Source: an optimization exercise on an open RTL-to-GDS flow (aim: small area). Production flows keep margins and buffers that such runs may drop. In this exercise RTL edits were held to simulation tests only and were not proved equivalent to the original. Power and IR drop assume default switching activity.

File: flow/flow/run.sh
#!/bin/bash
# Own layout flow: the standard ORFS flow (standard.sh), with these changes:
#  * synthesis maps logic with an area-oriented ABC script (flow/area.abc) in
#    place of ORFS's speed script, and leaves adders to ABC instead of mapping
#    them to half/full-adder cells (ADDER_MAP_FILE empty). Everything else in
#    synthesis is the standard flow's own: synth_recipe.tcl is sourced unchanged and only
#    the abc call's -script argument is redirected;
#  * ports are buffered with sky130_fd_sc_hd__buf_1;
#  * clock tree synthesis uses clkbuf_8 and inserts no dummy loads.
# The make output (all tools) goes to flow_make.log in the work folder; ORFS
# keeps each step's log under orfs/logs/.
set -euo pipefail
W=$(pwd)
export AREA_ABC_SCRIPT="$W/flow/area.abc"
{
  echo 'proc abc {args} {'
  echo '  set i [lsearch -exact $args -script]'
  echo '  if {$i >= 0} { lset args [expr {$i + 1}] $::env(AREA_ABC_SCRIPT) }'
  echo '  yosys abc {*}$args'
  echo '}'
  cat "$W/synth_recipe.tcl"
} > "$W/area_synth.tcl"
EXTRA="SYNTH_SCRIPT=$W/area_synth.tcl ADDER_MAP_FILE= BUFFER_PORTS_ARGS='-buffer_cell sky130_fd_sc_hd__buf_1'"
EXTRA="$EXTRA CTS_ARGS='-sink_clustering_enable -repair_clock_nets -buf_list sky130_fd_sc_hd__clkbuf_8 -dont_use_dummy_load'"
sed -e "s#SYNTH_SCRIPT=[^ ]*#$EXTRA#" "$W/standard.sh" > "$W/area_standard.sh"
bash "$W/area_standard.sh" > "$W/flow_make.log" 2>&1
test -f "$W/out/final.def"
File: flow/flow/area.abc
strash
dc2
dch -f
if -K 4 -a
mfs2
strash
dc2
dch -f
amap
mfs2
strash
dch -f
amap
topo
File: flow/standard.sh
#!/bin/bash
# synth_recipe.tcl (not shown) runs the flow's synth.tcl, then flattens the netlist and writes it again
# the make line also repeats each setting of config.mk as NAME=value (left out here)
make -C /OpenROAD-flow-scripts/flow DESIGN_CONFIG=/design/flow/config.mk WORK_HOME=/design/flow/orfs CLKGATE_MAP_FILE= SYNTH_SCRIPT=/design/flow/synth_recipe.tcl "${@:-finish}"
File: flow/config.mk
export PLATFORM = sky130hd
export DESIGN_NAME = top_flyinglogo
export DESIGN_NICKNAME = top_flyinglogo
export VERILOG_FILES = /design/flow/design.v
export SDC_FILE = /design/flow/constraint.sdc
export NUM_CORES = 4
export LEC_CHECK = 0
export CAP_MARGIN = 20
export CORE_MARGIN = 2
export CORE_UTILIZATION = 40
export CTS_BUF_LIST = sky130_fd_sc_hd__clkbuf_8
export SLEW_MARGIN = 20
export SYNTH_MEMORY_MAX_BITS = 65536
File: flow/constraint.sdc
create_clock -name core_clock -period 10.0 [get_ports {clk}]
set_input_delay 2.0000 -clock core_clock [delete_from_list [all_inputs] [get_ports {clk}]]
set_output_delay 2.0000 -clock core_clock [all_outputs]
set_load 0.01 [all_outputs]
File: flow/design.v
`timescale 1ns / 1ps
module buzzer(
input clk,
input rst,
input up,
input down,
output buzzer_out
    );
    reg [1:0]  song;
    reg [11:0] tune;       
    reg        fin;        
    reg [8:0]  slot;       
    reg        match;      
    reg [8:0]  cnt;        
    reg        wave;
    function [8:0] pre_match;
        input [3:0] n;
        begin
            case (n)
            4'd0: pre_match = 9'h001;   
            4'd1: pre_match = 9'h1c4;   
            4'd3: pre_match = 9'h064;   
            4'd5: pre_match = 9'h01d;   
            4'd6: pre_match = 9'h138;   
            4'd7: pre_match = 9'h1d7;   
            4'd8: pre_match = 9'h1d2;   
            4'd9: pre_match = 9'h0bb;   
            4'd10: pre_match = 9'h014;   
            4'd11: pre_match = 9'h154;   
            4'd12: pre_match = 9'h05a;   
            4'd13: pre_match = 9'h16e;   
            4'd14: pre_match = 9'h083;   
            4'd15: pre_match = 9'h174;   
            default: pre_match = 9'h001;
            endcase
        end
    endfunction
    wire [4:0] raw;
    song_table table0(.a({song, tune[8:0]}), .q(raw));
    wire       in_song   = (tune[11:9] == 3'd0) & ~fin;
    wire       next_cont = in_song & raw[4];
    wire       slot_end  = (slot == 9'h0c4);
    wire       fin_flip  = fin & (tune[8:0] == 9'd399) & (slot == 9'h0df);
    wire       flip      = match | (slot_end & ~fin & ~next_cont) | fin_flip;
    always @(posedge clk)
    begin
        if (~rst) begin
            song <= 2'd0;
            tune <= 12'd0;
            fin  <= 1'b0;
            slot <= 9'h001;
        end
        else begin
            if (up | down) begin
                song <= up ? song - 2'd1 : song + 2'd1;
                tune <= 12'd0;
                fin  <= 1'b0;
                slot <= 9'h001;
            end
            else if (fin_flip) begin
                tune <= 12'd0;
                slot <= 9'h001;
            end
            else if (slot_end) begin
                slot <= 9'h001;
                if (tune[11]) begin
                    fin  <= 1'b1;
                    tune <= 12'd0;
                end
                else
                    tune <= tune + 12'd1;
            end
            else
                slot <= {slot[7:0], slot[8] ^ slot[4]};
        end
    end
    always @(posedge clk)
        match <= ~flip & in_song & (cnt == pre_match(raw[3:0]));
    always @(posedge clk)
    begin
        if (~rst) begin
            wave <= 1'b0;
            cnt  <= 9'h126;
        end
        else begin
            if (flip) begin
                wave <= ~wave;
                cnt  <= 9'h04d;
            end
            else
                cnt <= {cnt[7:0], cnt[8] ^ cnt[4] ^ ((cnt[7:0] == 8'd0) & cnt[8])};
        end
    end
    assign buzzer_out = wave;
endmodule
module song_table(a, q);
  input [10:0] a;
  wire [10:0] a;
  output [4:0] q;
  wire [4:0] q;
  wire _000_;
  wire _001_;
  wire _002_;
  wire _003_;
  wire _004_;
  wire _005_;
  wire _006_;
  wire _007_;
  wire _008_;
  wire _009_;
  wire _010_;
  wire _011_;
  wire _012_;
  wire _013_;
  wire _014_;
  wire _015_;
  wire _016_;
  wire _017_;
  wire _018_;
  wire _019_;
  wire _020_;
  wire _021_;
  wire _022_;
  wire _023_;
  wire _024_;
  wire _025_;
  wire _026_;
  wire _027_;
  wire _028_;
  wire _029_;
  wire _030_;
  wire _031_;
  wire _032_;
  wire _033_;
  wire _034_;
  wire _035_;
  wire _036_;
  wire _037_;
  wire _038_;
  wire _039_;
  wire _040_;
  wire _041_;
  wire _042_;
  wire _043_;
  wire _044_;
  wire _045_;
  wire _046_;
  wire _047_;
  wire _048_;
  wire _049_;
  wire _050_;
  wire _051_;
  wire _052_;
  wire _053_;
  wire _054_;
  wire _055_;
  wire _056_;
  wire _057_;
  wire _058_;
  wire _059_;
  wire _060_;
  wire _061_;
  wire _062_;
  wire _063_;
  wire _064_;
  wire _065_;
  wire _066_;
  wire _067_;
  wire _068_;
  wire _069_;
  wire _070_;
  wire _071_;
  wire _072_;
  wire _073_;
  wire _074_;
  wire _075_;
  wire _076_;
  wire _077_;
  wire _078_;
  wire _079_;
  wire _080_;
  wire _081_;
  wire _082_;
  wire _083_;
  wire _084_;
  wire _085_;
  wire _086_;
  wire _087_;
  wire _088_;
  wire _089_;
  wire _090_;
  wire _091_;
  wire _092_;
  wire _093_;
  wire _094_;
  wire _095_;
  wire _096_;
  wire _097_;
  wire _098_;
  wire _099_;
  wire _100_;
  wire _101_;
  wire _102_;
  wire _103_;
  wire _104_;
  wire _105_;
  wire _106_;
  wire _107_;
  wire _108_;
  wire _109_;
  wire _110_;
  wire _111_;
  wire _112_;
  wire _113_;
  wire _114_;
  wire _115_;
  wire _116_;
  wire _117_;
  wire _118_;
  wire _119_;
  wire _120_;
  wire _121_;
  wire _122_;
  wire _123_;
  wire _124_;
  wire _125_;
  wire _126_;
  wire _127_;
  wire _128_;
  wire _129_;
  wire _130_;
  wire _131_;
  wire _132_;
  wire _133_;
  wire _134_;
  wire _135_;
  wire _136_;
  wire _137_;
  wire _138_;
  wire _139_;
  wire _140_;
  wire _141_;
  wire _142_;
  wire _143_;
  wire _144_;
  wire _145_;
  wire _146_;
  wire _147_;
  wire _148_;
  wire _149_;
  wire _150_;
  wire _151_;
  wire _152_;
  wire _153_;
  wire _154_;
  wire _155_;
  wire _156_;
  wire _157_;
  wire _158_;
  wire _159_;
  wire _160_;
  wire _161_;
  wire _162_;
  wire _163_;
  wire _164_;
  wire _165_;
  wire _166_;
  wire _167_;
  wire _168_;
  wire _169_;
  wire _170_;
  wire _171_;
  wire _172_;
  wire _173_;
  wire _174_;
  wire _175_;
  wire _176_;
  wire _177_;
  wire _178_;
  wire _179_;
  wire _180_;
  wire _181_;
  wire _182_;
  wire _183_;
  wire _184_;
  wire _185_;
  wire _186_;
  wire _187_;
  wire _188_;
  wire _189_;
  wire _190_;
  wire _191_;
  wire _192_;
  wire _193_;
  wire _194_;
  wire _195_;
  wire _196_;
  wire _197_;
  wire _198_;
  wire _199_;
  wire _200_;
  wire _201_;
  wire _202_;
  wire _203_;
  wire _204_;
  wire _205_;
  wire _206_;
  wire _207_;
  wire _208_;
  wire _209_;
  wire _210_;
  wire _211_;
  wire _212_;
  wire _213_;
  wire _214_;
  wire _215_;
  wire _216_;
  wire _217_;
  wire _218_;
  wire _219_;
  wire _220_;
  wire _221_;
  wire _222_;
  wire _223_;
  wire _224_;
  wire _225_;
  wire _226_;
  wire _227_;
  wire _228_;
  wire _229_;
  wire _230_;
  wire _231_;
  wire _232_;
  wire _233_;
  wire _234_;
  wire _235_;
  wire _236_;
  wire _237_;
  wire _238_;
  wire _239_;
  wire _240_;
  wire _241_;
  wire _242_;
  wire _243_;
  wire _244_;
  wire _245_;
  wire _246_;
  wire _247_;
  wire _248_;
  wire _249_;
  wire _250_;
  wire _251_;
  wire _252_;
  wire _253_;
  wire _254_;
  wire _255_;
  wire _256_;
  wire _257_;
  wire _258_;
  wire _259_;
  wire _260_;
  wire _261_;
  wire _262_;
  wire _263_;
  wire _264_;
  wire _265_;
  wire _266_;
  wire _267_;
  wire _268_;
  wire _269_;
  wire _270_;
  wire _271_;
  wire _272_;
  wire _273_;
  wire _274_;
  wire _275_;
  wire _276_;
  wire _277_;
  wire _278_;
  wire _279_;
  wire _280_;
  wire _281_;
  wire _282_;
  wire _283_;
  wire _284_;
  wire _285_;
  wire _286_;
  wire _287_;
  wire _288_;
  wire _289_;
  wire _290_;
  wire _291_;
  wire _292_;
  wire _293_;
  wire _294_;
  wire _295_;
  wire _296_;
  wire _297_;
  wire _298_;
  wire _299_;
  wire _300_;
  wire _301_;
  wire _302_;
  wire _303_;
  wire _304_;
  wire _305_;
  wire _306_;
  wire _307_;
  wire _308_;
  wire _309_;
  wire _310_;
  wire _311_;
  wire _312_;
  wire _313_;
  wire _314_;
  wire _315_;
  wire _316_;
  wire _317_;
  wire _318_;
  wire _319_;
  wire _320_;
  wire _321_;
  wire _322_;
  wire _323_;
  wire _324_;
  wire _325_;
  wire _326_;
  wire _327_;
  wire _328_;
  wire _329_;
  wire _330_;
  wire _331_;
  wire _332_;
  wire _333_;
  wire _334_;
  wire _335_;
  wire _336_;
  wire _337_;
  wire _338_;
  wire _339_;
  wire _340_;
  wire _341_;
  wire _342_;
  wire _343_;
  wire _344_;
  wire _345_;
  wire _346_;
  wire _347_;
  wire _348_;
  wire _349_;
  wire _350_;
  wire _351_;
  wire _352_;
  wire _353_;
  wire _354_;
  wire _355_;
  wire _356_;
  wire _357_;
  wire _358_;
  wire _359_;
  wire _360_;
  wire _361_;
  wire _362_;
  wire _363_;
  wire _364_;
  wire _365_;
  wire _366_;
  wire _367_;
  wire _368_;
  wire _369_;
  wire _370_;
  wire _371_;
  wire _372_;
  wire _373_;
  wire _374_;
  wire _375_;
  wire _376_;
  wire _377_;
  wire _378_;
  wire _379_;
  wire _380_;
  wire _381_;
  wire _382_;
  wire _383_;
  wire _384_;
  wire _385_;
  wire _386_;
  wire _387_;
  wire _388_;
  wire _389_;
  wire _390_;
  wire _391_;
  wire _392_;
  wire _393_;
  wire _394_;
  wire _395_;
  wire _396_;
  wire _397_;
  wire _398_;
  wire _399_;
  wire _400_;
  wire _401_;
  wire _402_;
  wire _403_;
  wire _404_;
  wire _405_;
  wire _406_;
  wire _407_;
  wire _408_;
  wire _409_;
  wire _410_;
  wire _411_;
  wire _412_;
  wire _413_;
  wire _414_;
  wire _415_;
  wire _416_;
  wire _417_;
  wire _418_;
  wire _419_;
  wire _420_;
  wire _421_;
  wire _422_;
  wire _423_;
  wire _424_;
  wire _425_;
  wire _426_;
  wire _427_;
  wire _428_;
  wire _429_;
  assign _070_ = ~(a[3] | a[4]);
  assign _081_ = ~_070_;
  assign _092_ = ~a[5];
  assign _102_ = a[4] | ~(a[1]);
  assign _113_ = ~a[0];
  assign _124_ = a[3] | ~(a[2]);
  assign _135_ = _113_ & ~(_124_);
  assign _146_ = _102_ & ~(_135_);
  assign _157_ = _146_ | _092_;
  assign _167_ = a[5] | ~(a[6]);
  assign _178_ = ~a[1];
  assign _189_ = a[1] | a[3];
  assign _200_ = a[2] ? _178_ : _189_;
  assign _210_ = ~(a[0] & a[2]);
  assign _221_ = a[3] & ~(_210_);
  assign _232_ = a[0] | ~(a[1]);
  assign _243_ = a[4] & ~(_232_);
  assign _254_ = _243_ | _221_;
  assign _265_ = _200_ & ~(_254_);
  assign _276_ = _265_ | _167_;
  assign _287_ = ~a[6];
  assign _297_ = a[5] | a[2];
  assign _308_ = _297_ & ~(_232_);
  assign _319_ = ~a[2];
  assign _330_ = a[3] | ~(a[4]);
  assign _341_ = _319_ & ~(_330_);
  assign _352_ = _341_ | _308_;
  assign _363_ = _287_ & ~(_352_);
  assign _374_ = _276_ & ~(_363_);
  assign _376_ = _374_ | ~(_157_);
  assign _377_ = _376_ | _081_;
  assign _378_ = ~a[10];
  assign _379_ = ~_210_;
  assign _380_ = a[6] & a[3];
  assign _381_ = ~_380_;
  assign _382_ = a[5] | ~(a[4]);
  assign _383_ = a[2] & ~(a[1]);
  assign _384_ = ~(_383_ & _382_);
  assign _385_ = ~(a[5] | a[4]);
  assign _386_ = a[2] & a[4];
  assign _387_ = ~(_386_ | _385_);
  assign _388_ = _384_ & ~(_387_);
  assign _389_ = ~(_388_ | _381_);
  assign _390_ = _389_ & ~(_379_);
  assign _391_ = _390_ | _378_;
  assign _392_ = _377_ & ~(_391_);
  assign _393_ = a[3] & ~(a[4]);
  assign _394_ = a[6] & a[5];
  assign _395_ = _393_ | ~(_394_);
  assign _396_ = _319_ & ~(_189_);
  assign _397_ = _287_ & ~(_385_);
  assign _398_ = _396_ & ~(_397_);
  assign _399_ = _395_ & ~(_398_);
  assign _400_ = _113_ & ~(_399_);
  assign _401_ = a[5] & a[2];
  assign _402_ = _401_ & ~(a[0]);
  assign _403_ = _297_ & ~(_402_);
  assign _404_ = ~(_403_ | _400_);
  assign _405_ = a[3] & ~(a[6]);
  assign _406_ = _167_ & ~(a[1]);
  assign _407_ = _406_ & ~(_405_);
  assign _408_ = a[3] & a[4];
  assign _409_ = _408_ | _178_;
  assign _410_ = _409_ | ~(_081_);
  assign _411_ = _092_ & ~(_410_);
  assign _412_ = a[6] & ~(a[2]);
  assign _413_ = _330_ & ~(_092_);
  assign _414_ = _412_ & ~(_413_);
  assign _415_ = _377_ & ~(_414_);
  assign _416_ = _415_ | _411_;
  assign _417_ = _382_ | _319_;
  assign _418_ = ~(a[2] | a[4]);
  assign _419_ = _418_ | _386_;
  assign _420_ = a[6] & ~(_419_);
  assign _421_ = _417_ & ~(_420_);
  assign _422_ = ~(_167_ & a[1]);
  assign _423_ = _422_ | _421_;
  assign _424_ = a[3] & ~(_423_);
  assign _425_ = a[2] & ~(a[6]);
  assign _426_ = ~(_425_ & _178_);
  assign _427_ = _157_ & ~(_426_);
  assign _428_ = _427_ | a[0];
  assign _429_ = _428_ | _424_;
  assign _000_ = _429_ | ~(_416_);
  assign _001_ = a[1] & ~(a[6]);
  assign _002_ = _001_ ^ _000_;
  assign _003_ = _393_ & ~(_002_);
  assign _004_ = _003_ | _407_;
  assign _005_ = ~(_004_ & _404_);
  assign _006_ = ~(_001_ | _000_);
  assign _007_ = _407_ | _393_;
  assign _008_ = _007_ | _404_;
  assign _009_ = _006_ & ~(_008_);
  assign _010_ = a[0] & a[5];
  assign _011_ = _010_ | ~(_418_);
  assign _012_ = a[2] | ~(a[4]);
  assign _013_ = a[0] & a[1];
  assign _014_ = _013_ & _012_;
  assign _015_ = ~a[4];
  assign _016_ = _015_ & ~(_124_);
  assign _017_ = _016_ | _014_;
  assign _018_ = _011_ & ~(_017_);
  assign _019_ = _018_ | _009_;
  assign _020_ = _019_ | ~(_005_);
  assign _021_ = _178_ & ~(_012_);
  assign _022_ = _021_ & ~(a[3]);
  assign _023_ = ~(_022_ & _167_);
  assign _024_ = _023_ | _000_;
  assign _025_ = ~(a[1] | a[4]);
  assign _026_ = a[2] & ~(_408_);
  assign _027_ = _026_ | _025_;
  assign _028_ = _027_ & ~(_167_);
  assign _029_ = _024_ & ~(_028_);
  assign _030_ = _015_ & ~(_167_);
  assign _031_ = ~a[3];
  assign _032_ = _167_ & ~(_015_);
  assign _033_ = _032_ | _031_;
  assign _034_ = ~(_033_ | _030_);
  assign _035_ = a[6] & ~(a[3]);
  assign _036_ = _035_ | _210_;
  assign _037_ = ~(_036_ | _034_);
  assign _038_ = _020_ ? _029_ : _037_;
  assign _039_ = _038_ & _392_;
  assign _040_ = ~(a[8] | a[7]);
  assign _041_ = ~(_040_ & a[9]);
  assign _042_ = ~(_041_ | _039_);
  assign _043_ = ~(a[6] | a[5]);
  assign _044_ = ~_043_;
  assign _045_ = a[7] & ~(a[8]);
  assign _046_ = ~(_045_ & a[9]);
  assign _047_ = _046_ | _044_;
  assign _048_ = _232_ | _408_;
  assign _049_ = _025_ & ~(_113_);
  assign _050_ = _048_ & ~(_049_);
  assign _051_ = _050_ | a[2];
  assign _052_ = _408_ & ~(_113_);
  assign _053_ = _052_ | _025_;
  assign _054_ = a[0] & ~(a[1]);
  assign _055_ = _054_ | _319_;
  assign _056_ = _053_ & ~(_055_);
  assign _057_ = _051_ & ~(_056_);
  assign _058_ = _057_ | _047_;
  assign _059_ = a[8] & ~(a[9]);
  assign _060_ = _059_ & ~(a[7]);
  assign _061_ = _060_ | ~(_058_);
  assign _062_ = _408_ | a[5];
  assign _063_ = _062_ | _021_;
  assign _064_ = _070_ & ~(_287_);
  assign _065_ = _167_ & ~(_064_);
  assign _066_ = _063_ & ~(_065_);
  assign _067_ = _066_ | ~(_061_);
  assign _068_ = a[10] & ~(_067_);
  assign _069_ = _399_ | a[7];
  assign _071_ = _043_ & ~(a[4]);
  assign _072_ = ~a[7];
  assign _073_ = a[2] & a[3];
  assign _074_ = _073_ | _072_;
  assign _075_ = _071_ & ~(_074_);
  assign _076_ = ~a[8];
  assign _077_ = a[10] & ~(a[9]);
  assign _078_ = ~(_077_ & _076_);
  assign _079_ = _078_ | _075_;
  assign _080_ = _069_ & ~(_079_);
  assign _082_ = a[10] & ~(_047_);
  assign _083_ = ~(_383_ & _393_);
  assign _084_ = _082_ & ~(_083_);
  assign _085_ = a[2] & a[1];
  assign _086_ = a[8] | ~(a[9]);
  assign _087_ = _085_ & ~(_086_);
  assign _088_ = _087_ | _059_;
  assign _089_ = ~(_075_ & a[10]);
  assign _090_ = _088_ & ~(_089_);
  assign _091_ = _090_ | _084_;
  assign _093_ = _091_ | _080_;
  assign _094_ = _093_ | _068_;
  assign q[3] = _094_ | _042_;
  assign _095_ = _039_ | _276_;
  assign _096_ = _394_ & ~(a[2]);
  assign _097_ = a[0] ? _380_ : _096_;
  assign _098_ = _102_ | ~(_097_);
  assign _099_ = ~_385_;
  assign _100_ = _383_ | _113_;
  assign _101_ = _419_ & ~(_100_);
  assign _103_ = _099_ & ~(_101_);
  assign _104_ = a[3] & ~(_103_);
  assign _105_ = ~(_104_ | _376_);
  assign _106_ = _098_ & ~(_105_);
  assign _107_ = ~(_035_ | _405_);
  assign _108_ = _107_ ^ _379_;
  assign _109_ = _108_ | _092_;
  assign _110_ = _106_ & ~(_109_);
  assign _111_ = ~(a[0] ^ a[2]);
  assign _112_ = ~(_111_ | _410_);
  assign _114_ = _041_ | _378_;
  assign _115_ = _043_ & _070_;
  assign _116_ = _115_ | _114_;
  assign _117_ = _116_ | _389_;
  assign _118_ = _117_ | _112_;
  assign _119_ = _118_ | _110_;
  assign _120_ = _119_ | _004_;
  assign _121_ = _095_ & ~(_120_);
  assign _122_ = _167_ & ~(a[2]);
  assign _123_ = a[2] & ~(_167_);
  assign _125_ = _123_ | _178_;
  assign _126_ = _125_ | _122_;
  assign _127_ = ~(_425_ | _412_);
  assign _128_ = _418_ | a[1];
  assign _129_ = _127_ & ~(_128_);
  assign _130_ = _126_ & ~(_129_);
  assign _131_ = _031_ & ~(_130_);
  assign _132_ = _405_ & ~(a[4]);
  assign _133_ = a[5] & a[4];
  assign _134_ = ~(a[8] ^ a[7]);
  assign _136_ = _133_ | ~(_134_);
  assign _137_ = _136_ | _132_;
  assign _138_ = ~(_137_ | _131_);
  assign _139_ = a[6] & ~(a[8]);
  assign _140_ = _067_ & ~(_139_);
  assign _141_ = a[5] ? _015_ : _386_;
  assign _142_ = _141_ & ~(_381_);
  assign _143_ = _189_ & ~(_015_);
  assign _144_ = _096_ & ~(_143_);
  assign _145_ = _144_ | _072_;
  assign _147_ = ~(_145_ | _142_);
  assign _148_ = _133_ | _408_;
  assign _149_ = _148_ | _386_;
  assign _150_ = ~(_149_ & _147_);
  assign _151_ = _150_ | _140_;
  assign _152_ = ~(_115_ & _058_);
  assign _153_ = _319_ & ~(_152_);
  assign _154_ = _067_ & ~(a[7]);
  assign _155_ = _154_ | _153_;
  assign _156_ = _151_ & ~(_155_);
  assign _158_ = ~(_156_ | _138_);
  assign _159_ = ~_077_;
  assign _160_ = _159_ & ~(_082_);
  assign _161_ = _158_ & ~(_160_);
  assign _162_ = _378_ & ~(_041_);
  assign _163_ = _070_ ? _287_ : _044_;
  assign _164_ = _162_ & ~(_163_);
  assign _165_ = _164_ | _161_;
  assign q[2] = _165_ | _121_;
  assign _166_ = a[6] ? a[3] : a[5];
  assign _168_ = _166_ & ~(a[4]);
  assign _169_ = a[6] & a[4];
  assign _170_ = _169_ & ~(a[3]);
  assign _171_ = _170_ | a[10];
  assign _172_ = _171_ | _168_;
  assign _173_ = _106_ & ~(_391_);
  assign _174_ = _173_ | _041_;
  assign _175_ = _396_ & ~(_099_);
  assign _176_ = _133_ & _405_;
  assign _177_ = _176_ | _175_;
  assign _179_ = _147_ & ~(_177_);
  assign _180_ = _077_ & ~(_179_);
  assign _181_ = _180_ | _153_;
  assign _182_ = _069_ | _167_;
  assign _183_ = ~(_043_ | _394_);
  assign _184_ = _016_ & ~(_183_);
  assign _185_ = _184_ | _076_;
  assign _186_ = _182_ & ~(_185_);
  assign _187_ = ~(a[5] | a[1]);
  assign _188_ = _187_ | ~(_127_);
  assign _190_ = ~(_426_ & _076_);
  assign _191_ = _188_ & ~(_190_);
  assign _192_ = _386_ | a[3];
  assign _193_ = _192_ | _191_;
  assign _194_ = _148_ & ~(_183_);
  assign _195_ = _194_ | a[7];
  assign _196_ = _193_ & ~(_195_);
  assign _197_ = _196_ | _186_;
  assign _198_ = _181_ & ~(_197_);
  assign _199_ = ~(_133_ & _287_);
  assign _201_ = a[6] ^ a[4];
  assign _202_ = ~(_201_ | _297_);
  assign _203_ = _199_ & ~(_202_);
  assign _204_ = _203_ | _031_;
  assign _205_ = _061_ & ~(_204_);
  assign _206_ = _205_ | _198_;
  assign _207_ = _174_ & ~(_206_);
  assign q[1] = _172_ & ~(_207_);
  assign _208_ = ~(_412_ & _330_);
  assign _209_ = a[1] & ~(_167_);
  assign _211_ = ~(_209_ & a[3]);
  assign _212_ = _380_ & ~(_113_);
  assign _213_ = _035_ & _383_;
  assign _214_ = _213_ | _212_;
  assign _215_ = _211_ & ~(_214_);
  assign _216_ = a[4] & ~(_215_);
  assign _217_ = _208_ & ~(_216_);
  assign _218_ = _217_ | _004_;
  assign _219_ = _003_ & ~(_167_);
  assign _220_ = ~(_383_ | _330_);
  assign _222_ = a[0] & ~(a[2]);
  assign _223_ = a[3] & ~(a[1]);
  assign _224_ = _223_ & ~(_222_);
  assign _225_ = _382_ & ~(_010_);
  assign _226_ = _225_ | _224_;
  assign _227_ = _226_ | _220_;
  assign _228_ = _341_ & ~(_232_);
  assign _229_ = _393_ & ~(a[1]);
  assign _230_ = _229_ | a[6];
  assign _231_ = _230_ | _228_;
  assign _233_ = _227_ & ~(_231_);
  assign _234_ = _223_ & ~(_287_);
  assign _235_ = _409_ & ~(_234_);
  assign _236_ = _401_ & ~(_235_);
  assign _237_ = _380_ | a[2];
  assign _238_ = _025_ & ~(_237_);
  assign _239_ = _209_ & _222_;
  assign _240_ = _239_ | _114_;
  assign _241_ = _240_ | _238_;
  assign _242_ = _241_ | _236_;
  assign _244_ = _242_ | _233_;
  assign _245_ = _244_ | _219_;
  assign _246_ = _218_ & ~(_245_);
  assign _247_ = _092_ & ~(_139_);
  assign _248_ = _247_ & ~(_201_);
  assign _249_ = _033_ & ~(_248_);
  assign _250_ = _249_ | a[2];
  assign _251_ = _073_ & ~(_199_);
  assign _252_ = _251_ | _134_;
  assign _253_ = _250_ & ~(_252_);
  assign _255_ = a[2] & ~(_025_);
  assign _256_ = _255_ & ~(_143_);
  assign _257_ = _382_ & ~(_394_);
  assign _258_ = a[4] | ~(a[5]);
  assign _259_ = ~(a[6] & a[1]);
  assign _260_ = _259_ | _401_;
  assign _261_ = a[5] & ~(a[1]);
  assign _262_ = _260_ & ~(_261_);
  assign _263_ = _258_ & ~(_262_);
  assign _264_ = a[3] ? _257_ : _263_;
  assign _266_ = _264_ | _256_;
  assign _267_ = _425_ & _393_;
  assign _268_ = _035_ & ~(_297_);
  assign _269_ = ~(_268_ | _267_);
  assign _270_ = _269_ | _232_;
  assign _271_ = ~(_270_ & _040_);
  assign _272_ = _266_ & ~(_271_);
  assign _273_ = _272_ | _253_;
  assign _274_ = _297_ & ~(_072_);
  assign _275_ = _274_ & ~(_016_);
  assign _277_ = _275_ | _187_;
  assign _278_ = ~_035_;
  assign _279_ = _278_ | _021_;
  assign _280_ = _277_ & ~(_279_);
  assign _281_ = _076_ ? _394_ : _043_;
  assign _282_ = _016_ & ~(_281_);
  assign _283_ = _282_ | _159_;
  assign _284_ = _283_ | _280_;
  assign _285_ = _273_ & ~(_284_);
  assign _286_ = ~(_070_ & _092_);
  assign _288_ = ~(_286_ & _107_);
  assign _289_ = _162_ & ~(_288_);
  assign _290_ = _289_ | _091_;
  assign _291_ = _290_ | _285_;
  assign q[0] = _291_ | _246_;
  assign _292_ = _213_ | _000_;
  assign _293_ = _276_ | ~(_022_);
  assign _294_ = _167_ & ~(_383_);
  assign _295_ = _294_ & ~(_127_);
  assign _296_ = _260_ & ~(_295_);
  assign _298_ = _393_ & ~(_296_);
  assign _299_ = _001_ & ~(_330_);
  assign _300_ = _299_ & ~(_352_);
  assign _301_ = ~(_187_ & _405_);
  assign _302_ = _319_ & ~(_301_);
  assign _303_ = _123_ & _408_;
  assign _304_ = _303_ | _113_;
  assign _305_ = _304_ | _302_;
  assign _306_ = _305_ | _300_;
  assign _307_ = _306_ | _298_;
  assign _309_ = _293_ & ~(_307_);
  assign _310_ = _309_ | _114_;
  assign _311_ = _292_ & ~(_310_);
  assign _312_ = ~(a[8] & a[7]);
  assign _313_ = a[3] | ~(a[0]);
  assign _314_ = _313_ | ~(_394_);
  assign _315_ = _314_ | _146_;
  assign _316_ = _401_ ^ a[4];
  assign _317_ = _278_ & ~(_316_);
  assign _318_ = _315_ & ~(_317_);
  assign _320_ = a[1] & ~(_318_);
  assign _321_ = _319_ ? a[1] : _382_;
  assign _322_ = _035_ & ~(_321_);
  assign _323_ = _322_ | _040_;
  assign _324_ = _323_ | _320_;
  assign _325_ = _269_ & ~(_379_);
  assign _326_ = _325_ | a[7];
  assign _327_ = _258_ | a[1];
  assign _328_ = _313_ | _169_;
  assign _329_ = _327_ & ~(_328_);
  assign _331_ = _326_ & ~(_329_);
  assign _332_ = a[4] & ~(_001_);
  assign _333_ = _167_ & ~(a[8]);
  assign _334_ = ~(_333_ & _382_);
  assign _335_ = _334_ | _332_;
  assign _336_ = _209_ | _031_;
  assign _337_ = _335_ & ~(_336_);
  assign _338_ = ~(a[0] | a[1]);
  assign _339_ = _338_ | _337_;
  assign _340_ = _339_ | _331_;
  assign _342_ = _324_ & ~(_340_);
  assign _343_ = _312_ & ~(_342_);
  assign _344_ = _343_ | _075_;
  assign _345_ = _012_ & ~(_148_);
  assign _346_ = _139_ & ~(_345_);
  assign _347_ = a[3] & ~(a[2]);
  assign _348_ = _115_ & ~(a[8]);
  assign _349_ = _348_ | _347_;
  assign _350_ = _349_ | _346_;
  assign _351_ = _187_ | _040_;
  assign _353_ = _351_ | _223_;
  assign _354_ = ~(_353_ | _100_);
  assign _355_ = ~(_354_ & _423_);
  assign _356_ = _350_ & ~(_355_);
  assign _357_ = _356_ | _159_;
  assign _358_ = _344_ & ~(_357_);
  assign _359_ = _347_ & ~(_015_);
  assign _360_ = _013_ & ~(_359_);
  assign _361_ = _162_ & ~(_360_);
  assign _362_ = _361_ | _358_;
  assign _364_ = ~_054_;
  assign _365_ = a[2] ? _232_ : _364_;
  assign _366_ = _073_ | a[4];
  assign _367_ = _366_ & ~(_049_);
  assign _368_ = _365_ & ~(_367_);
  assign _369_ = _341_ & ~(_364_);
  assign _370_ = ~(_369_ | _243_);
  assign _371_ = ~(_370_ & _082_);
  assign _372_ = ~(_371_ | _368_);
  assign _373_ = _372_ & ~(_158_);
  assign _375_ = _373_ | _362_;
  assign q[4] = _375_ | _311_;
endmodule
`timescale 1ns / 1ps
module toPosedge(
    input clk,
    input rst_n,
    input  sig_in,
    output sig_out
    );
    reg        prev;      
    reg        armed;     
    reg [10:0] cnt;
    wire       low_zero = (cnt[9:0] == 10'd0);
    wire       sat      = low_zero & ~cnt[10];
    wire       fb       = cnt[10] ^ cnt[8] ^ (low_zero & cnt[10]);
    always @(posedge clk) begin
        if (rst_n) begin
            prev  <= 1'b0;
            armed <= 1'b0;
            cnt   <= 11'h7f0;
        end
        else begin
            prev  <= sig_in;
            armed <= sat & prev;
            if (sig_in != prev)
                cnt <= 11'h7f0;
            else
                cnt <= {cnt[9:0], fb};
        end
    end
    assign sig_out = armed & ~prev;
endmodule
`timescale 1 ns / 1 ns
module vga_640x480(pclk, reset, hsync, vsync, h_cnt, line_base, line_odd);
   input             pclk;
   input             reset;
   output            hsync;
   output            vsync;
   output reg [9:0]  h_cnt;
   output reg [10:0] line_base;
   output reg        line_odd;
   wire line_end  = (h_cnt == 10'd909);
   wire frame_end = (line_base == 11'd1218) & ~line_odd;
   always @(posedge pclk)
      if (reset) begin
         h_cnt     <= 10'd110;
         line_base <= 11'd1956;
         line_odd  <= 1'b0;
      end
      else if (line_end) begin
         h_cnt <= 10'd110;
         if (frame_end) begin
            line_base <= 11'd1956;
            line_odd  <= 1'b0;
         end
         else begin
            if (line_odd)
               line_base <= line_base + 11'd5;
            line_odd <= ~line_odd;
         end
      end
      else
         h_cnt <= h_cnt + 10'd1;
   assign hsync = (h_cnt >= 10'd205);
   assign vsync = (line_base != 11'd1956);
endmodule
`timescale 1 ns / 1 ns
module logo_rom(h_cnt, line_base, rom_addr);
   input  [9:0]  h_cnt;
   input  [10:0] line_base;
   output [16:0] rom_addr;
   wire [10:0] hi      = line_base + {8'd0, h_cnt[9:7]};
   wire        at_edge = ~h_cnt[9] & ~h_cnt[8];
   assign rom_addr = {hi[10] ^ at_edge, hi[9:0], h_cnt[6:1]};
endmodule
`timescale 1 ns / 1 ns
module top_flyinglogo(clk, rst, hsync, vsync, vga_r, vga_g, vga_b, buzzer_out, button, rom_addr, rom_data);
   input           clk;
   input           rst;
   input [1:0]     button;
   output          hsync;
   output          vsync;
   output [3:0]    vga_r;
   output [3:0]    vga_g;
   output [3:0]    vga_b;
   output [16:0]   rom_addr;
   input  [11:0]   rom_data;
   output          buzzer_out;
   reg             rst_n;      
   wire            go_up, go_down;
   wire [9:0]      h_cnt;
   wire [10:0]     line_base;
   wire            line_odd;
   always @(posedge clk)
      rst_n <= ~rst;
   toPosedge btnUp(clk, rst_n, button[1], go_up);
   toPosedge btnDown(clk, rst_n, button[0], go_down);
   buzzer Buzzer(clk, rst, go_up, go_down, buzzer_out);
   vga_640x480 u2(.pclk(clk), .reset(rst_n), .hsync(hsync), .vsync(vsync),
                  .h_cnt(h_cnt), .line_base(line_base), .line_odd(line_odd));
   logo_rom u1(.h_cnt(h_cnt), .line_base(line_base), .rom_addr(rom_addr));
   reg             up_d, down_d;
   reg  [1:0]      focus_d;    
   reg  [6:0]      tick_cnt;   
   reg  [3:0]      grey;       
   reg             darking;
   wire            tick     = (h_cnt == 10'd110) || (h_cnt == 10'd310) ||
                              (h_cnt == 10'd510) || (h_cnt == 10'd710);
   wire            fade_end = tick && (tick_cnt == 7'h01);
   always @(posedge clk) begin
      up_d   <= go_up & ~rst_n;
      down_d <= go_down & ~rst_n;
      if (rst_n)
         focus_d <= 2'd0;
      else if (up_d)
         focus_d <= focus_d - 2'd1;
      else if (down_d)
         focus_d <= focus_d + 2'd1;
      if (rst_n || (tick && tick_cnt == 7'h70))
         tick_cnt <= 7'h01;
      else if (tick)
         tick_cnt <= {tick_cnt[5:0], tick_cnt[6] ^ tick_cnt[5]};
      if (rst_n) begin
         grey    <= 4'd14;
         darking <= 1'b0;
      end
      else if (fade_end) begin
         grey    <= darking ? grey - 4'd1 : grey + 4'd1;
         if ((darking && grey == 4'd1) || (!darking && grey == 4'd14))
            darking <= ~darking;
      end
   end
   wire row_vis = (line_base == 11'd2041 && line_odd) || (line_base == 11'd2046) ||
                  (line_base < 11'd1192) || (line_base == 11'd1193 && !line_odd);
   wire visible = (h_cnt >= 10'd254) && (h_cnt < 10'd894) && row_vis;
   wire band1   = (line_base == 11'd2046) || (line_base < 11'd396);
   wire band2   = (line_base >= 11'd396) && (line_base < 11'd796);
   wire band3   = (line_base >= 11'd796) && (line_base < 11'd1956);
   wire in_band = (band1 && focus_d == 2'd1) || (band2 && focus_d == 2'd2) ||
                  (band3 && focus_d == 2'd3);
   wire grey_on = in_band && (rom_data != 12'd0);
   wire [11:0] pix = grey_on ? {grey, grey, grey} : rom_data;
   wire [11:0] vga_data = visible ? pix : 12'd0;
   assign vga_r = vga_data[11:8];
   assign vga_g = vga_data[7:4];
   assign vga_b = vga_data[3:0];
endmodule
==> results.json, run 1 <==
{
  "finalCriticalPeriod_ns": 6.47,
  "place_inst": 1079,
  "postLayoutCoreUtil_pct": 44.9,
  "yosys-top-cells-count": "223 x nor2_1, 105 x clkinv_1, 100 x dfxtp_1",
  "num_rows": 43,
  "ys_ff_latch": 100,
  "vias": 6352,
  "hold_viol": 0,
  "htreeDepth": 3,
  "avgSynthCellArea_um2": 6.70,
  "whs_endpoint": "Buzzer.slot[3]$_SDFF_PP0_",
  "grtUsageTotal_pct": 23.4,
  "dr.first_iter.drc_count": 761,
  "worstSkewPairLatency_ns": 0.37,
  "fin_crit_sh_pct": 64.7,
  "grt_pass1_vias": 5573,
  "ys_types": 43,
  "cts_sinks": 100,
  "status": "finished clean",
  "cp.arrival_ns": 6.76,
  "ant_nets": 0,
  "rr_endpoint": "Buzzer.match$_DFF_P_",
  "die_w_um": 124,
  "floorplan.initialDensity_pct": 41.0,
  "cts_hold_buf": 0,
  "cts_buffers": 9,
  "holdWs_ns": 0.423,
  "critPathRequiredTime_ns": 10.29,
  "routed_wl_um": 17300,
  "yosysSeqAreaShare_pct": 35.0,
  "clk_pin_slew_worst_paths_ns": 0.09,
  "r2r-start": "Buzzer.tune[4]$_SDFFE_PP0N_",
  "fin_cells": 1089,
  "cts-root-buf": "clkbuf_8",
  "ys.warnings.count": 4,
  "peakVddDrop_mv": 0.0997,
  "grt_pass1_wl_um": 28100,
  "antenna_found_initial": 0,
  "setup-tns-final_ns": 0,
  "final_cell_area_um2": 6250,
  "synthArstFlopShare_pct": 0,
  "drive_above_1_share_pct": 1.54,
  "drt-wirelength-per-cell_um": 15.9,
  "relSlewSlack_pct": 53.6,
  "gr-total-overflow": 0,
  "syn_inst": 853,
  "die_y_um": 124,
  "holdPathStages": 2,
  "area_delta_synth_final_pct": 9.32,
  "die_area_um2": 15300,
  "core_um2": 13900,
  "finalSetupViolCount": 0,
  "crit_type": "flip-flop to flip-flop",
  "rsz0062_at_grt": "no",
  "min_from": "Buzzer.slot[2]$_SDFF_PP0_",
  "setup.worst_path.start_class": "flip-flop",
  "synth_edf_count": 0,
  "placed_cell_area_um2": 6110,
  "endpoint_kind": "flip-flop",
  "worstMarginPinSlew_ns": 0.691,
  "synth.net_count": 869,
  "pin_count": 48,
  "numPortBuffers": 47,
  "synth_area_um2": 5720,
  "synth_area_leaders": "dfxtp_1 35%, nor2_1 15%, clkinv_1 6.9%",
  "synth_top_area_share_pct": 35.0,
  "p_per_area_nw_per_um2": 109,
  "max_freq_mhz": 155,
  "yosysMostFrequentCell": "nor2_1",
  "num-fill-cells": 1460,
  "gp_congestion": 1.03,
  "antenna_cells": 0,
  "cts_resized": 0,
  "drt_first_pass_iters": 8,
  "drc": 0,
  "hp-class": "flip-flop to flip-flop",
  "worst-r2r-cell-count": 25,
  "cts_setup_buffers": 0,
  "finalClockSkew_ns": 0.0288,
  "r2r_slack_ns": 3.53,
  "dp_hpwl_um": 12900,
  "drv_slew": 0,
  "vias_per_cell": 5.83,
  "clock_path_buffers": 2,
  "cts_tree": "yes",
  "p_leak_nw": 2.10,
  "cp_max_fo": 19,
  "grt_max_degree": 22,
  "drv_cap": 0,
  "yosysTopAreaCell": "dfxtp_1",
  "num-nets-final": 927,
  "ys.flop_type": "dfxtp_1"
}
cell families (layout without fill, tap and decap cells):
| kind of cell | Yosys count | after routing | synth area share (%) |
|---|---|---|---|
| and+or+nand+nor | 423 | 423 | 32.3 |
| buffers and inverters | 111 | 167 | 7.68 |
| DFF | 100 | 100 | 35.0 |
| AOI/OAI and AO/OA | 219 | 219 | 25.0 |
worst max-delay path, cell delays in order, from the launching register on:
cell,delay (ns)
dfxtp_1,0.53
clkinv_1,0.52
nor2_1,0.50
clkinv_1,0.23
o221ai_1,0.29
nor2b_1,0.23
nor3_1,0.10
o22a_1,0.19
nor3_1,0.35
nor2_1,0.10
a211oi_1,0.32
nor2_1,0.11
o21ai_0,0.24
o21a_1,0.16
nor4_1,0.07
nor2_1,0.11
nor4_1,0.05
nor3_1,0.59
clkinv_1,0.34
nor2_1,0.24
a21oi_1,0.06
o32ai_1,0.44
nor2_1,0.08
a221oi_1,0.22
o2111ai_1,0.15
nor3b_1,0.18
final cells by class:
class	instances	area [µm²]	share of cell area (%)
Clock buffer	9	124	1.98
Inverter	105	394	6.31
Multi-Input combinational cell	642	3280	52.5
Sequential cell	100	2000	32.0
Tap cell	180	225	3.60
Timing Repair Buffer	53	226	3.62
registers in the layout, summed over array words and instances, names as in the netlist, 2 cells and up:
signal        cells
grey              4
Buzzer.slot       9
Buzzer.cnt        9
Buzzer.song       2
btnDown.cnt      11
focus_d           2
btnUp.cnt        11
u2.line_base     11
Buzzer.tune      12
u2.h_cnt         10
tick_cnt          7
metrics by stage:
stage          total power [W]  worst slack [ns]
6_report              0.000681              3.53
2_1_floorplan         0.000474              4.41
4_1_cts               0.000692              3.72
5_1_grt               0.000716              2.87
3_5_place_dp          0.000489              3.76
3_3_place_gp          0.000489              3.89
power breakdown:
group          internal (W)  leakage, nW   total, W  switching, W
sequential         0.000412        0.815   0.000426     0.0000136
combinational     0.0000210         1.22  0.0000545     0.0000335
clock             0.0000809       0.0647   0.000201      0.000120
total              0.000514         2.10   0.000681      0.000167
layer usage:
| metal | global-route usage (%) | part of all wire [%] | vias up |
|---|---|---|---|
| met2 | 33.6 | 42 | 349 |
| li1 | - | - | 3135 |
| met3 | 4.66 | 7.7 | 84 |
| met5 | 0 | 0 | - |
| met1 | 32.6 | 45 | 2784 |
| met4 | 12.6 | 5.4 | 0 |
worst max-delay path by stage:
| stage | startpoint | endpoint | slack (ns) | cells past startpoint |
|---|---|---|---|---|
| after detailed placement | Buzzer.tune[4]$_SDFFE_PP0N_ | Buzzer.match$_DFF_P_ | 3.76 | 25 |
| after CTS | Buzzer.tune[4]$_SDFFE_PP0N_ | Buzzer.match$_DFF_P_ | 3.72 | 25 |
| after floorplan | Buzzer.tune[4]$_SDFFE_PP0N_ | Buzzer.match$_DFF_P_ | 4.41 | 24 |
| final | Buzzer.tune[4]$_SDFFE_PP0N_ | Buzzer.match$_DFF_P_ | 3.53 | 25 |
| after global routing | Buzzer.tune[4]$_SDFFE_PP0N_ | Buzzer.match$_DFF_P_ | 2.87 | 25 |
| after global placement | Buzzer.tune[4]$_SDFFE_PP0N_ | Buzzer.match$_DFF_P_ | 3.89 | 25 |
layout by cell type, fill, tap and decap left out, types with 3 or more instances in the layout:
cell type | netlist | layout
o32ai_1 | 5 | 5
buf_1 | 0 | 47
nor4_1 | 24 | 24
nor2b_1 | 11 | 11
a221oi_1 | 8 | 8
or4_1 | 3 | 3
nand4_1 | 6 | 6
o21ai_0 | 55 | 55
a31oi_1 | 15 | 15
buf_4 | 6 | 5
o2111ai_1 | 3 | 3
nor3_1 | 40 | 40
clkbuf_8 | 0 | 9
dfxtp_1 | 100 | 100
o21a_1 | 7 | 7
clkinv_1 | 105 | 105
or3_1 | 5 | 5
nor2_1 | 223 | 223
o31ai_1 | 6 | 6
o221ai_1 | 7 | 7
a21oi_1 | 44 | 44
o311ai_0 | 3 | 3
a2111oi_0 | 5 | 3
a211oi_1 | 22 | 22
nand3_1 | 15 | 15
a22oi_1 | 4 | 4
o22ai_1 | 13 | 13
nand4b_1 | 3 | 3
nand2_1 | 74 | 74
or2_0 | 17 | 17
o21bai_1 | 4 | 4
==> run 2, diff against run 1 <==
--- a/flow/design.v
+++ b/flow/design.v
@@ -77,3 +77,3 @@
     always @(posedge clk)
-        match <= ~flip & in_song & (cnt == pre_match(raw[3:0]));
+        match <= rst & ~flip & in_song & (cnt == pre_match(raw[3:0]));
     always @(posedge clk)
==> run 2 against run 1 <==
Compared with the run above: still clean on timing, DRC and antenna; critical path depth shrank 1; clock skew grew 0.0019 ns; core utilization down 0.28 points; die area is 0.10% higher; critical path type unchanged; critical endpoint unchanged.
==> results.json, run 2 <==
{
  "cts_hold_buf": 0,
  "grt_use_met3_pct": 4.30,
  "core_um2": 13900,
  "grtUsageMet2_pct": 34.2,
  "hp-class": "flip-flop to flip-flop",
  "cts_setup_buffers": 0,
  "die_y_um": 124,
  "largest_reg_flops": 12,
  "cts_tree": "yes",
  "vias": 6395,
  "multi_input_area_um2": 3250,
  "relSlewSlack_pct": 33.5,
  "endpoint_kind": "flip-flop",
  "ys.flop_type": "dfxtp_1",
  "crit_top_cell": "nor2_1",
  "crit_type": "flip-flop to flip-flop",
  "finalSetupViolCount": 0,
  "cp_top_family": "compound AO/OA/AOI/OAI gates",
  "gr-total-overflow": 0,
  "synth_area_leaders": "dfxtp_1 35%, nor2_1 14%, clkinv_1 7.4%",
  "synth_edf_count": 0,
  "yosys-top-cells-count": "213 x nor2_1, 113 x clkinv_1, 100 x dfxtp_1",
  "busiest_layer": "met2",
  "cp_num_buf_inv": 3,
  "num-nets-final": 917,
  "clock_path_buffers": 2,
  "dr.first_iter.drc_count": 707,
  "area_delta_synth_final_pct": 8.52,
  "drv_slew": 0,
  "largest-register": "Buzzer.tune",
  "antenna_found_initial": 0,
  "drive_above_1_share_pct": 1.11,
  "status": "finished clean",
  "peakVddDrop_mv": 0.0896,
  "numPortBuffers": 47,
  "die_area_um2": 15300,
  "finalClockSkew_ns": 0.0306,
  "gp_congestion": 1.05,
  "p_per_area_nw_per_um2": 110,
  "avgSynthCellArea_um2": 6.75,
  "htreeDepth": 3,
  "grt_use_met1_pct": 31.0,
  "setup-tns-final_ns": 0,
  "cp.depth": 24,
  "critPathRequiredTime_ns": 10.30,
  "cp_max_fo": 24,
  "ys_ff_latch": 100,
  "synthArstFlopShare_pct": 0,
  "drc": 0,
  "grtUsageTotal_pct": 23.1,
  "num_rows": 43,
  "setup.worst_path.start_class": "flip-flop",
  "drt_first_pass_iters": 7,
  "fin_crit_sh_pct": 68.8,
  "ant_nets": 0,
  "slowest_stage": "clkinv_1",
  "routed_wl_um": 17400,
  "seqCellArea_um2": 2000,
  "ys_types": 48,
  "syn_inst": 848,
  "grt_pass1_vias": 5592,
  "grt_pass1_wl_um": 27700,
  "finalCriticalPeriod_ns": 6.88,
  "final_cell_mix": "213 x nor2_1, 113 x clkinv_1, 100 x dfxtp_1",
  "worstMarginPinSlew_ns": 0.994,
  "cp.arrival_ns": 7.18,
  "floorplan.initialDensity_pct": 41.1,
  "cts_resized": 0,
  "yosysTopAreaCell": "dfxtp_1",
  "worst-r2r-cell-count": 24,
  "die_w_um": 124,
  "grt_max_degree": 25,
  "num-fill-cells": 1465,
  "clk_pin_slew_worst_paths_ns": 0.08,
  "cts-root-buf": "clkbuf_8",
  "worstSkewPairLatency_ns": 0.38,
  "synth_area_um2": 5720,
  "cts_sinks": 100,
  "worstPathCellList": "clkinv_1, nor2_1, nand2_1, o211ai_1, a21oi_1, and3_1, o22a_1, nor4_1, clkinv_1, o221ai_1, o31a_1, o21ai_0, a2111oi_0, o221ai_1, nor2_1, clkinv_1, nor2_1, nor2_1, nor2_1, nor2_1, a21oi_1, nor2_1, a2111oi_0, nor2b_1",
  "yosysSeqAreaShare_pct": 35.0,
  "final_common_cell": "nor2_1",
  "ys.warnings.count": 4,
  "slowest_delay_ns": 0.79,
  "hold_viol": 0,
  "dp_hpwl_um": 13100,
  "p_leak_nw": 1.98,
  "antenna_cells": 0,
  "synth_top_area_share_pct": 35.0,
  "yosysMostFrequentCell": "nor2_1",
  "pin_count": 48,
  "vias_per_cell": 5.93,
  "power_w": 0.000684,
  "drv_cap": 0,
  "synth.net_count": 864,
  "drt-wirelength-per-cell_um": 16.1,
  "max_freq_mhz": 145,
  "cts_buffers": 9,
  "rsz0062_at_grt": "no",
  "holdPathStages": 2
}
==> run 2: changes by cell type in the layout (fill, tap and decap cells not counted), moves of 4 or more <==
cell      delta
a21oi_1      +7
clkinv_1     +8
a311oi_1     +5
nor4_1       -4
o21a_1       -4
nor3_1       +5
buf_4        -4
nor2_1      -10
nand2_1     -18
o22ai_1      +4
==> run 2: area by class of cell <==
cell class	count	area share (%)
Clock buffer	9	1.99
Inverter	113	6.83
Multi-Input combinational cell	629	52.4
Sequential cell	100	32.2
Tap cell	180	3.63
Timing Repair Buffer	48	2.96
==> run 2: power breakdown <==
| part | internal, W | switching, W | total, W |
|---|---|---|---|
| registers | 0.000412 | 0.0000125 | 0.000425 |
| clock network | 0.0000809 | 0.000122 | 0.000203 |
| logic | 0.0000206 | 0.0000350 | 0.0000556 |
| total | 0.000514 | 0.000170 | 0.000684 |
==> run 2: final timing paths <==
| kind | to | slack [ns] | startpoint |
|---|---|---|---|
| setup / recovery | Buzzer.match$_DFF_P_ | 3.12 | Buzzer.tune[4]$_SDFFE_PP0N_ |
| hold / removal | Buzzer.slot[6]$_SDFF_PP0_ | 0.43 | Buzzer.slot[5]$_SDFF_PP0_ |
| setup reg to reg | Buzzer.match$_DFF_P_ | 3.12 | Buzzer.tune[4]$_SDFFE_PP0N_ |
| hold reg to reg | Buzzer.slot[6]$_SDFF_PP0_ | 0.43 | Buzzer.slot[5]$_SDFF_PP0_ |
==> run 2: stage by stage <==
step	hold slack (ns)	utilization, %	worst slack (ns)	cell area (µm²)	instances
detailed placement	0.417	43.7	3.46	6090	1070
floorplan	0.403	-	4.74	5720	848
CTS	0.427	44.6	3.43	6210	1079
global route	0.445	44.6	2.46	6210	1079
finish	0.425	44.6	3.12	6210	1079
global placement	0.413	43.7	3.39	6090	1070
==> run 2: cells by family (layout without fill, tap and decap cells) <==
logic type / after synthesis / after routing / share of synthesized area, %
AND/OR/NAND/NOR: 404 / 404 / 31.4
flip-flops: 100 / 100 / 35.0
AO/OA/AOI/OAI: 225 / 225 / 25.4
buffers and inverters: 119 / 170 / 8.20
==> run 2: per-layer routing <==
metal	wire (µm)	share of wire [%]
met1	7560	44
met2	7300	42
met3	1350	7.7
met4	1170	6.7
met5	0	0
==> run 2: worst min-delay path: stages (launching register included) <==
cell      delay (ns)
dfxtp_1         0.30
clkinv_1        0.05
nor2_1          0.04
==> run 3, diff against run 2 <==
--- a/flow/design.v
+++ b/flow/design.v
@@ -77,3 +77,3 @@
     always @(posedge clk)
-        match <= rst & ~flip & in_song & (cnt == pre_match(raw[3:0]));
+        match <= ~flip & in_song & (cnt == pre_match(raw[3:0]));
     always @(posedge clk)
--- a/flow/flow/run.sh
+++ b/flow/flow/run.sh
@@ -23,3 +23,3 @@
 EXTRA="SYNTH_SCRIPT=$W/area_synth.tcl ADDER_MAP_FILE= BUFFER_PORTS_ARGS='-buffer_cell sky130_fd_sc_hd__buf_1'"
-EXTRA="$EXTRA CTS_ARGS='-sink_clustering_enable -repair_clock_nets -buf_list sky130_fd_sc_hd__clkbuf_8 -dont_use_dummy_load'"
+EXTRA="$EXTRA CTS_ARGS='-sink_clustering_enable -repair_clock_nets -buf_list sky130_fd_sc_hd__clkbuf_8 -sink_clustering_size 16 -dont_use_dummy_load'"
 sed -e "s#SYNTH_SCRIPT=[^ ]*#$EXTRA#" "$W/standard.sh" > "$W/area_standard.sh"
==> run 3 against run 2 <==
Compared with the run above: combinational power decreased by 2%; total power decreased by 0.41%; sequential power barely moved; clock power is essentially flat; global-route usage grew 0.24 points; highest routed layer unchanged.
==> results.json, run 3 <==
{
  "synth_area_um2": 5720,
  "holdPathStages": 2,
  "num-nets-final": 927,
  "antenna_cells": 0,
  "floorplan.initialDensity_pct": 41.0,
  "drc": 0,
  "crit_type": "flip-flop to flip-flop",
  "ant_nets": 0,
  "cp_max_fo": 19,
  "grt_pass1_vias": 5573,
  "placed_cell_area_um2": 6110,
  "multi_input_area_um2": 3280,
  "status": "finished clean",
  "seqCellArea_um2": 2000,
  "clock_path_buffers": 2,
  "yosys-top-cells-count": "223 x nor2_1, 105 x clkinv_1, 100 x dfxtp_1",
  "largest-register": "Buzzer.tune",
  "cts_resized": 0,
  "die_w_um": 124,
  "drt-wirelength-per-cell_um": 15.9,
  "setup-tns-final_ns": 0,
  "cts-root-buf": "clkbuf_8",
  "drt_first_pass_iters": 8,
  "ys.flop_type": "dfxtp_1",
  "final_common_cell": "nor2_1",
  "final_cell_mix": "223 x nor2_1, 105 x clkinv_1, 100 x dfxtp_1",
  "peakVddDrop_mv": 0.0997,
  "largest_reg_flops": 12,
  "yosysMostFrequentCell": "nor2_1",
  "htreeDepth": 3,
  "gr-total-overflow": 0,
  "p_leak_nw": 2.10,
  "area_delta_synth_final_pct": 9.32,
  "setup.worst_path.start_class": "flip-flop",
  "worst-r2r-cell-count": 25,
  "cts_setup_buffers": 0,
  "cts_buffers": 9,
  "finalSetupViolCount": 0,
  "fin_ws_ns": 3.53,
  "grt_max_degree": 22,
  "cts_tree": "yes",
  "ys_ff_latch": 100,
  "rsz0062_at_grt": "no",
  "grt_pass1_wl_um": 28100,
  "synth_top_area_share_pct": 35.0,
  "synthArstFlopShare_pct": 0,
  "critPathRequiredTime_ns": 10.29,
  "pin_count": 48,
  "drive_above_1_share_pct": 1.54,
  "yosysTopAreaCell": "dfxtp_1",
  "antenna_found_initial": 0,
  "clk_pin_slew_worst_paths_ns": 0.09,
  "num_rows": 43,
  "synth_edf_count": 0,
  "fin_crit_sh_pct": 64.7,
  "dr.first_iter.drc_count": 761,
  "vias_per_cell": 5.83,
  "numPortBuffers": 47,
  "core_um2": 13900,
  "avgSynthCellArea_um2": 6.70,
  "die_area_um2": 15300,
  "dp_hpwl_um": 12900,
  "yosysSeqAreaShare_pct": 35.0,
  "num-fill-cells": 1460,
  "syn_inst": 853,
  "max_freq_mhz": 155,
  "relSlewSlack_pct": 53.6,
  "vias": 6352,
  "worstSkewPairLatency_ns": 0.37,
  "cp.arrival_ns": 6.76,
  "cts_sinks": 100,
  "finalCriticalPeriod_ns": 6.47,
  "routed_wl_um": 17300,
  "hp-class": "flip-flop to flip-flop",
  "gp_congestion": 1.03,
  "dp_slack_ns": 3.76,
  "worstMarginPinSlew_ns": 0.691,
  "ys_types": 43,
  "holdWs_ns": 0.423,
  "drv_cap": 0,
  "endpoint_kind": "flip-flop",
  "ys.warnings.count": 4,
  "hold_viol": 0,
  "cts_hold_buf": 0,
  "finalClockSkew_ns": 0.0288,
  "drv_slew": 0,
  "final_cell_area_um2": 6250,
  "synth_area_leaders": "dfxtp_1 35%, nor2_1 15%, clkinv_1 6.9%",
  "die_y_um": 124,
  "p_per_area_nw_per_um2": 109,
  "synth.net_count": 869,
  "grtUsageTotal_pct": 23.4
}
[run 3: cell types whose count changed in the layout (fill, tap and decap cells not counted), moves of 4 or more]
cell,previous run,this run
a21oi_1,51,44
clkinv_1,113,105
a311oi_1,7,2
nor2_1,213,223
o21a_1,3,7
o22ai_1,17,13
nand2_1,56,74
buf_4,1,5
nor4_1,20,24
nor3_1,45,40
[run 3: logic make-up after synthesis]
| logic type | after synthesis | synth area share [%] |
|---|---|---|
| DFF | 100 | 35.0 |
| AOI/OAI and AO/OA | 219 | 25.0 |
| and+or+nand+nor | 423 | 32.3 |
| buffers and inverters | 111 | 7.68 |
[run 3: worst paths after layout]
check	slack, ns	to	start
worst min register to register	0.42	Buzzer.slot[3]$_SDFF_PP0_	Buzzer.slot[2]$_SDFF_PP0_
worst min-delay path	0.42	Buzzer.slot[3]$_SDFF_PP0_	Buzzer.slot[2]$_SDFF_PP0_
worst max-delay path	3.53	Buzzer.match$_DFF_P_	Buzzer.tune[4]$_SDFFE_PP0N_
worst max register to register	3.53	Buzzer.match$_DFF_P_	Buzzer.tune[4]$_SDFFE_PP0N_
[run 3: critical path, stage by stage (launching register included)]
cell and delay (ns):
dfxtp_1 0.53, clkinv_1 0.52, nor2_1 0.50, clkinv_1 0.23, o221ai_1 0.29, nor2b_1 0.23, nor3_1 0.10, o22a_1 0.19
nor3_1 0.35, nor2_1 0.10, a211oi_1 0.32, nor2_1 0.11, o21ai_0 0.24, o21a_1 0.16, nor4_1 0.07, nor2_1 0.11
nor4_1 0.05, nor3_1 0.59, clkinv_1 0.34, nor2_1 0.24, a21oi_1 0.06, o32ai_1 0.44, nor2_1 0.08, a221oi_1 0.22
o2111ai_1 0.15, nor3b_1 0.18
[run 3: metal layers]
layer | up-vias | wire length (µm) | global-route usage, % | part of all wire [%]
met5 | - | 0 | 0 | 0
met4 | 0 | 931 | 12.6 | 5.4
met3 | 84 | 1330 | 4.66 | 7.7
met2 | 349 | 7270 | 33.6 | 42
met1 | 2784 | 7800 | 32.6 | 45
li1 | 3135 | - | - | -
[run 3: power by group]
group	switching (W)	internal (W)
clock	0.000120	0.0000809
combinational	0.0000335	0.0000210
sequential	0.0000136	0.000412
[run 3: cell type report]
class                      instances  share of cell area [%]
multi-input combinational        642                    52.5
sequential                       100                    32.0
inverter                         105                    6.31
timing repair buffer              53                    3.62
clock buffer                       9                    1.98
tap                              180                    3.60
[run 3: metrics by stage]
step                      utilization [%]  instances  power, W
final                                44.9       1089  0.000681
after global routing                 44.9       1089  0.000716
after CTS                            44.8       1088  0.000692
after detailed placement             43.9       1079  0.000489
after global placement               43.9       1079  0.000489
after floorplan                         -        853  0.000474

afterwards: timing with drivers on the ports:
How much do the figures lean on ideal ports? The routed layouts below were timed once more, with nothing changed but the port constraints.
Step 1, drivers: a clkbuf_16 drives clk and a buf_2 each remaining input, both assumed.
Step 2, shift: input delay + t, output delay - t, t = (earliest + latest rising clock arrival at the registers) / 2. This alone moves slack from input paths to output paths.
a / b / c = no drivers / after step 1 / after step 2; a / b = the first two.
| run | shift t [ns] | slack for setup (ns) | worst hold slack (ns) | latest minus earliest clock arrival (ns) | worst register clock-pin slew, ns |
|---|---|---|---|---|---|
| run 1 | 0.389 | 3.531 / 3.531 / 3.531 | 0.423 / 0.423 / 0.423 | 0.029 / 0.029 | 0.09 / 0.09 |
| run 2 | 0.399 | 3.120 / 3.120 / 3.120 | 0.425 / 0.425 / 0.425 | 0.031 / 0.032 | 0.10 / 0.10 |
| run 3 | 0.389 | 3.531 / 3.531 / 3.531 | 0.423 / 0.423 / 0.423 | 0.029 / 0.029 | 0.09 / 0.09 |
After both steps every run listed still meets setup and hold.
